Background: an optimization exercise with open tools, aiming at small area. Do not read the settings as production practice.
Function was checked by simulation only, so behaviour that the tests miss may differ from the original.

rev 12:
// Paso_Banda
module Paso_Banda (
  input  wire signed [20:0] u,
  input  wire clk, rst, EN,
  output wire signed [20:0] y1, y2, y3
);
  wire [10:0] c_low;
  Filtro_low1 s_low1 (.clk(clk), .rst(rst), .EN(EN), .x(u), .y(c_low));
  Filtro_low2 s_low2 (.clk(clk), .rst(rst), .EN(EN), .x(c_low), .y(y1));
  wire [19:0] c_mid;
  Filtro_mid1 s_mid1 (.clk(clk), .rst(rst), .EN(EN), .x(u), .y(c_mid));
  Filtro_mid2 s_mid2 (.clk(clk), .rst(rst), .EN(EN), .x(c_mid), .y(y2));
  wire [20:0] c_hi;
  Filtro_hi1 s_hi1 (.clk(clk), .rst(rst), .EN(EN), .x(u), .y(c_hi));
  Filtro_hi2 s_hi2 (.clk(clk), .rst(rst), .EN(EN), .x(c_hi), .y(y3));
endmodule
make LEC_CHECK=0 CAP_MARGIN=20 CORE_MARGIN=2 CORE_UTILIZATION=40 CTS_BUF_LIST=sky130_fd_sc_hd__clkbuf_4 CTS_CLUSTER_DIAMETER=45 CTS_CLUSTER_SIZE=12 SLEW_MARGIN=20 SYNTH_HIERARCHICAL=1 finish   # period 25.0 ns
run.sh (not shown) runs the stock make flow with config.mk's settings and CLKGATE_MAP_FILE= SYNTH_SCRIPT=/design/flow/synth_recipe.tcl, a recipe that flattens the netlist after the stock synthesis.
Rev 12 completed end to end with timing, DRC and antenna clean.
Modified inputs, rev 13 compared to rev 12
--- a/flow/config.mk
+++ b/flow/config.mk
@@ -9,7 +9,4 @@
 export CORE_MARGIN = 2
 export CORE_UTILIZATION = 40
-export CTS_BUF_LIST = sky130_fd_sc_hd__clkbuf_4
-export CTS_CLUSTER_DIAMETER = 45
-export CTS_CLUSTER_SIZE = 12
 export SLEW_MARGIN = 20
 export SYNTH_HIERARCHICAL = 1
==> comparison <==
- In rev 13 relative to rev 12, final area had gone up slightly.
- Comparing rev 13 against rev 12, there is no change at all in setup TNS.
- Compared rev 13 vs rev 12, and measured slew at the worst slew-check pin is up in rev 13.


Setup of alpha:
Paso_Banda, a different RTL version from the one above (not shown whole).
Size in the first run: ~5300 cells after synthesis, ~87 I/O pins, about 63000 µm² of cells after synthesis.
Settings: LEC_CHECK=0, CAP_MARGIN=20, CORE_MARGIN=2, CORE_UTILIZATION=55, CTS_BUF_LIST=sky130_fd_sc_hd__clkbuf_8, CTS_CLUSTER_DIAMETER=60, CTS_CLUSTER_SIZE=20, SLEW_MARGIN=20, SYNTH_HIERARCHICAL=1; clock period 25.0 ns.
[inputs] beta vs alpha
- CTS_CLUSTER_SIZE now 18, was 20
- CORE_UTILIZATION now 65, was 55
- CTS_CLUSTER_DIAMETER now 50, was 60
### Flow results
- Area added between synthesis and finish ends up lower on alpha.
- Looking at alpha and beta, the buffering overhead is a wash.
- A origin of the worst setup path of s_hi1.f1[2] is what beta shows, while s_hi1.f1[0] belongs to alpha.
- Sort alpha and beta by routed length on met3 asc -> top: alpha
- Between beta and alpha, it is beta whose routed wire length is lower, by 1600 µm.
- Changes observed in beta relative to alpha: via count went up by about 1.2%, total number of cells along the worst setup path went down about 1.5%, chip height now smaller.
### beta -> gamma
- CORE_UTILIZATION changed from 65 to 40
- CTS_CLUSTER_SIZE changed from 18 to 24
- CTS_CLUSTER_DIAMETER changed from 50 to 70
### Flow results
- For beta and gamma, there was not a single run that failed to finish clean.
- beta was routed with more vias than gamma.
- Synthesized cell count of beta is on par with gamma.
- Compared with beta, final net count in gamma decreased slightly.
- Timing endpoint of the critical path: s_hi2.f1[12] -> gamma, s_hi2.f1[15] -> beta
- Top layer used by detailed routing: met4 -> gamma, met5 -> beta
- Clock-buffer cell count was higher in beta than in gamma.
- Post-route cell area in gamma is 0.59% above beta.
What delta does differently from gamma at the input level:
- a change of CORE_UTILIZATION from 40 to 60
- Compared with gamma, delta shows a lower number of global-route vias before repair.
- [delta] required time at the worst-slack endpoint fell 0.02 ns relative to gamma
- delta leaves less setup margin than gamma.
- Run comparison: delta launch point of the worst path s_hi1.f1[0]; gamma launch point of the worst path s_hi1.f1[2]
- Sequential standard cell area across delta and gamma: no real change.


Paso_Banda, a different RTL version from the one above (not shown whole).
Size in the first run: roughly 5300 cells after synthesis, about 450 flip-flops, roughly 87 I/O pins.
// Paso_Banda
module Paso_Banda (
  input  wire signed [20:0] u,
  input  wire clk, rst, EN,
  output wire signed [20:0] y1, y2, y3
);
Settings: LEC_CHECK=0, CAP_MARGIN=20, CORE_MARGIN=2, CORE_UTILIZATION=55, CTS_BUF_LIST=sky130_fd_sc_hd__clkbuf_4 sky130_fd_sc_hd__clkbuf_8, CTS_CLUSTER_DIAMETER=64, CTS_CLUSTER_SIZE=22, SLEW_MARGIN=20, SYNTH_HIERARCHICAL=1; clock period 25.0 ns.
standard.sh (not shown) runs the stock make flow with config.mk's settings and CLKGATE_MAP_FILE= SYNTH_SCRIPT=/design/flow/synth_recipe.tcl, a recipe that flattens the netlist after the stock synthesis.
==> flow/flow/run.sh <==
#!/bin/bash
# The standard layout (standard.sh: ORFS synthesis through finish), with
# one change: the input and output port buffers that global placement adds
# use the smallest buffer cell (buf_1) instead of the default delay buffer.
# make's full output goes to standard.log; ORFS keeps each step's log under
# orfs/logs/.
set -euo pipefail
export BUFFER_PORTS_ARGS="-buffer_cell sky130_fd_sc_hd__buf_1"
bash standard.sh > standard.log 2>&1
The starting point passed the timing, DRC and antenna checks.
Next try:
==> flow/run.sh (new file) <==
#!/bin/bash
# synth_recipe.tcl (not shown) runs the flow's synth.tcl, then flattens the netlist and writes it again
# the make line also repeats each setting of config.mk as NAME=value (left out here)
make -C /OpenROAD-flow-scripts/flow DESIGN_CONFIG=/design/flow/config.mk WORK_HOME=/design/flow/orfs CLKGATE_MAP_FILE= SYNTH_SCRIPT=/design/flow/synth_recipe.tcl finish
--- a/flow/config.mk
+++ b/flow/config.mk
@@ -9,4 +9,4 @@
 export CORE_MARGIN = 2
-export CORE_UTILIZATION = 55
-export CTS_BUF_LIST = sky130_fd_sc_hd__clkbuf_4 sky130_fd_sc_hd__clkbuf_8
+export CORE_UTILIZATION = 40
+export CTS_BUF_LIST = sky130_fd_sc_hd__clkbuf_8
 export CTS_CLUSTER_DIAMETER = 64
removed: flow/flow/run.sh
removed: flow/standard.sh
Result: Final cell count went up by about 8%; sequential cell count does not change; register-to-register slack got worse by 0.16 ns; global-route usage went down by 8.4 points; setup slack got worse by 0.15 ns; non-clock buffer count went down by 13; routed wire length went down by about 1.2%.
Next try:
==> flow/flow/run.sh (new file) <==
#!/bin/bash
# The standard layout (standard.sh: ORFS synthesis through finish), with
# one change: the input and output port buffers that global placement adds
# use the smallest buffer cell (buf_1) instead of the default delay buffer.
# make's full output goes to standard.log; ORFS keeps each step's log under
# orfs/logs/.
set -euo pipefail
export BUFFER_PORTS_ARGS="-buffer_cell sky130_fd_sc_hd__buf_1"
bash standard.sh > standard.log 2>&1
==> flow/standard.sh (new file) <==
#!/bin/bash
# synth_recipe.tcl (not shown) runs the flow's synth.tcl, then flattens the netlist and writes it again
# the make line also repeats each setting of config.mk as NAME=value (left out here)
make -C /OpenROAD-flow-scripts/flow DESIGN_CONFIG=/design/flow/config.mk WORK_HOME=/design/flow/orfs CLKGATE_MAP_FILE= SYNTH_SCRIPT=/design/flow/synth_recipe.tcl "${@:-finish}"
removed: flow/run.sh
After rerunning: The new run completed with no timing, DRC or antenna violations. Wire length is higher slightly. Global-route usage barely changes. Core utilization is lower by 0.21 points. Final cell count barely changes. Critical path depth is lower by 22. Die area stays the same. Worst setup slack got worse by 0.035 ns. Design area is lower slightly. Maximum frequency hardly moves.


Setup of build 35:
Paso_Banda with an RTL version that a note above also has.
For scale: roughly 5400 cells after synthesis, about 450 flip-flops, ~87 I/O pins, about 64000 µm² of cells after synthesis.
clock: 25.0 ns
lec_check: 0
cap_margin: 20
core_margin: 2
core_utilization: 40
cts_buf_list: sky130_fd_sc_hd__clkbuf_8
cts_cluster_diameter: 60
cts_cluster_size: 20
slew_margin: 20
synth_hierarchical: 1
run.sh (not shown) runs the stock make flow with config.mk's settings and CLKGATE_MAP_FILE= SYNTH_SCRIPT=/design/flow/synth_recipe.tcl, a recipe that flattens the netlist after the stock synthesis.
Stock flow here: none of the scripts above is used.
The final layout from build 35, which completed every stage, passed the timing, DRC and antenna checks at the end of the flow.
The inputs of build 34 differ from those of build 35 as listed below.
- CTS_CLUSTER_DIAMETER changed from 60 to 70
- CTS_CLUSTER_SIZE changed from 20 to 24
Results
In build 34, path length in cells of the critical path is lower than in build 35. Build 34 and build 35 ended up with roughly the same wire length. Reported for build 34 and build 35, area enclosed by the die boundary turned out identical to the last digit. Re minimum period implied by the final worst setup slack: build 34 is 20 ps down on build 35.


RTL: one of the versions met above, not the one the previous note started from.
Size in the first run: ~5300 cells after synthesis, about 450 flip-flops, about 0.063 mm^2 of cells after synthesis.
clock: 25.0 ns
lec_check: 0
cap_margin: 20
core_margin: 2
core_utilization: 50
cts_buf_list: sky130_fd_sc_hd__clkbuf_8
cts_cluster_diameter: 64
cts_cluster_size: 26
slew_margin: 20
synth_hierarchical: 1
standard.sh (not shown) runs the stock make flow with config.mk's settings and CLKGATE_MAP_FILE= SYNTH_SCRIPT=/design/flow/synth_recipe.tcl, a recipe that flattens the netlist after the stock synthesis.
==> flow/flow/run.sh <==
#!/bin/bash
# The standard layout (standard.sh: ORFS synthesis through finish), with
# one change: the input and output port buffers that global placement adds
# use the smallest buffer cell (buf_1) instead of the default delay buffer.
# make's full output goes to standard.log; ORFS keeps each step's log under
# orfs/logs/.
set -euo pipefail
export BUFFER_PORTS_ARGS="-buffer_cell sky130_fd_sc_hd__buf_1"
bash standard.sh > standard.log 2>&1
The starting point finished clean.
Then changed:
--- a/flow/flow/run.sh
+++ b/flow/flow/run.sh
@@ -8,0 +9 @@
+export CTS_BUF_DISTANCE=150
- CORE_UTILIZATION: 50 -> 40
- CTS_CLUSTER_SIZE: 26 -> 22
After rerunning: Final area increases by 0.81%. Routed wire length decreases by 2.2%. Clock-buffer cell count increases by 1. Non-clock buffer count decreases by 12. Worst setup slack gets worse by 0.13 ns. Synthesized area does not change.
Then changed:
--- a/flow/flow/run.sh
+++ b/flow/flow/run.sh
@@ -9 +8,0 @@
-export CTS_BUF_DISTANCE=150
- CORE_UTILIZATION: 40 -> 55
- die area goes down by 27%
- cell area fell by 1.5%
- via count is about the same
- first-iteration DRC count grows by 4.3%
- synthesized cell count stays the same

-- re-timing with driven ports --
Ports are ideal in the flow. The routed layouts listed here were re-timed in OpenROAD.
Step 1, drivers: a clkbuf_16 drives clk and a buf_2 each remaining input, both assumed.
Step 2, shift: input delay + t, output delay - t, t = (earliest + latest rising clock arrival at the registers) / 2. This alone moves slack from input paths to output paths.
Slacks: no drivers / after step 1 / after step 2; pairs: no drivers / after step 1.
run	shift t [ns]	setup slack, ns	hold slack, ns	worst register clock-pin slew, ns	pins driven straight from the clock port
rev 12	1.159	1.164 / 1.164 / 1.164	0.526 / 0.526 / 0.526	0.11 / 0.11	1
rev 13	0.742	1.100 / 1.100 / 1.100	0.515 / 0.515 / 0.515	0.06 / 0.06	1
alpha	0.793	1.011 / 1.011 / 1.011	0.527 / 0.527 / 0.527	0.10 / 0.10	1
beta	0.802	0.927 / 0.927 / 0.927	0.520 / 0.520 / 0.520	0.08 / 0.08	1
gamma	0.865	1.007 / 1.007 / 1.007	0.523 / 0.523 / 0.523	0.12 / 0.12	1
delta	0.866	0.998 / 0.998 / 0.998	0.524 / 0.524 / 0.524	0.11 / 0.11	1
the first run of note 3	0.783	1.006 / 0.936 / 1.020	0.519 / 0.519 / 0.519	0.11 / 0.11	1
the second run of note 3	0.844	0.857 / 0.807 / 0.857	0.527 / 0.527 / 0.527	0.11 / 0.11	1
the third run of note 3	0.867	0.822 / 0.742 / 0.880	0.504 / 0.504 / 0.504	0.12 / 0.12	1
build 35	0.870	1.061 / 1.061 / 1.061	0.522 / 0.522 / 0.522	0.09 / 0.09	1
build 34	0.860	1.081 / 1.081 / 1.081	0.522 / 0.522 / 0.522	0.10 / 0.10	1
the first run of note 5	0.830	0.911 / 0.841 / 0.931	0.504 / 0.504 / 0.504	0.11 / 0.11	1
the second run of note 5	0.827	0.781 / 0.704 / 0.899	0.504 / 0.504 / 0.504	0.12 / 0.12	1
the third run of note 5	0.782	1.005 / 0.936 / 1.005	0.519 / 0.519 / 0.519	0.11 / 0.11	1
After both steps setup and hold are still met in every run listed.
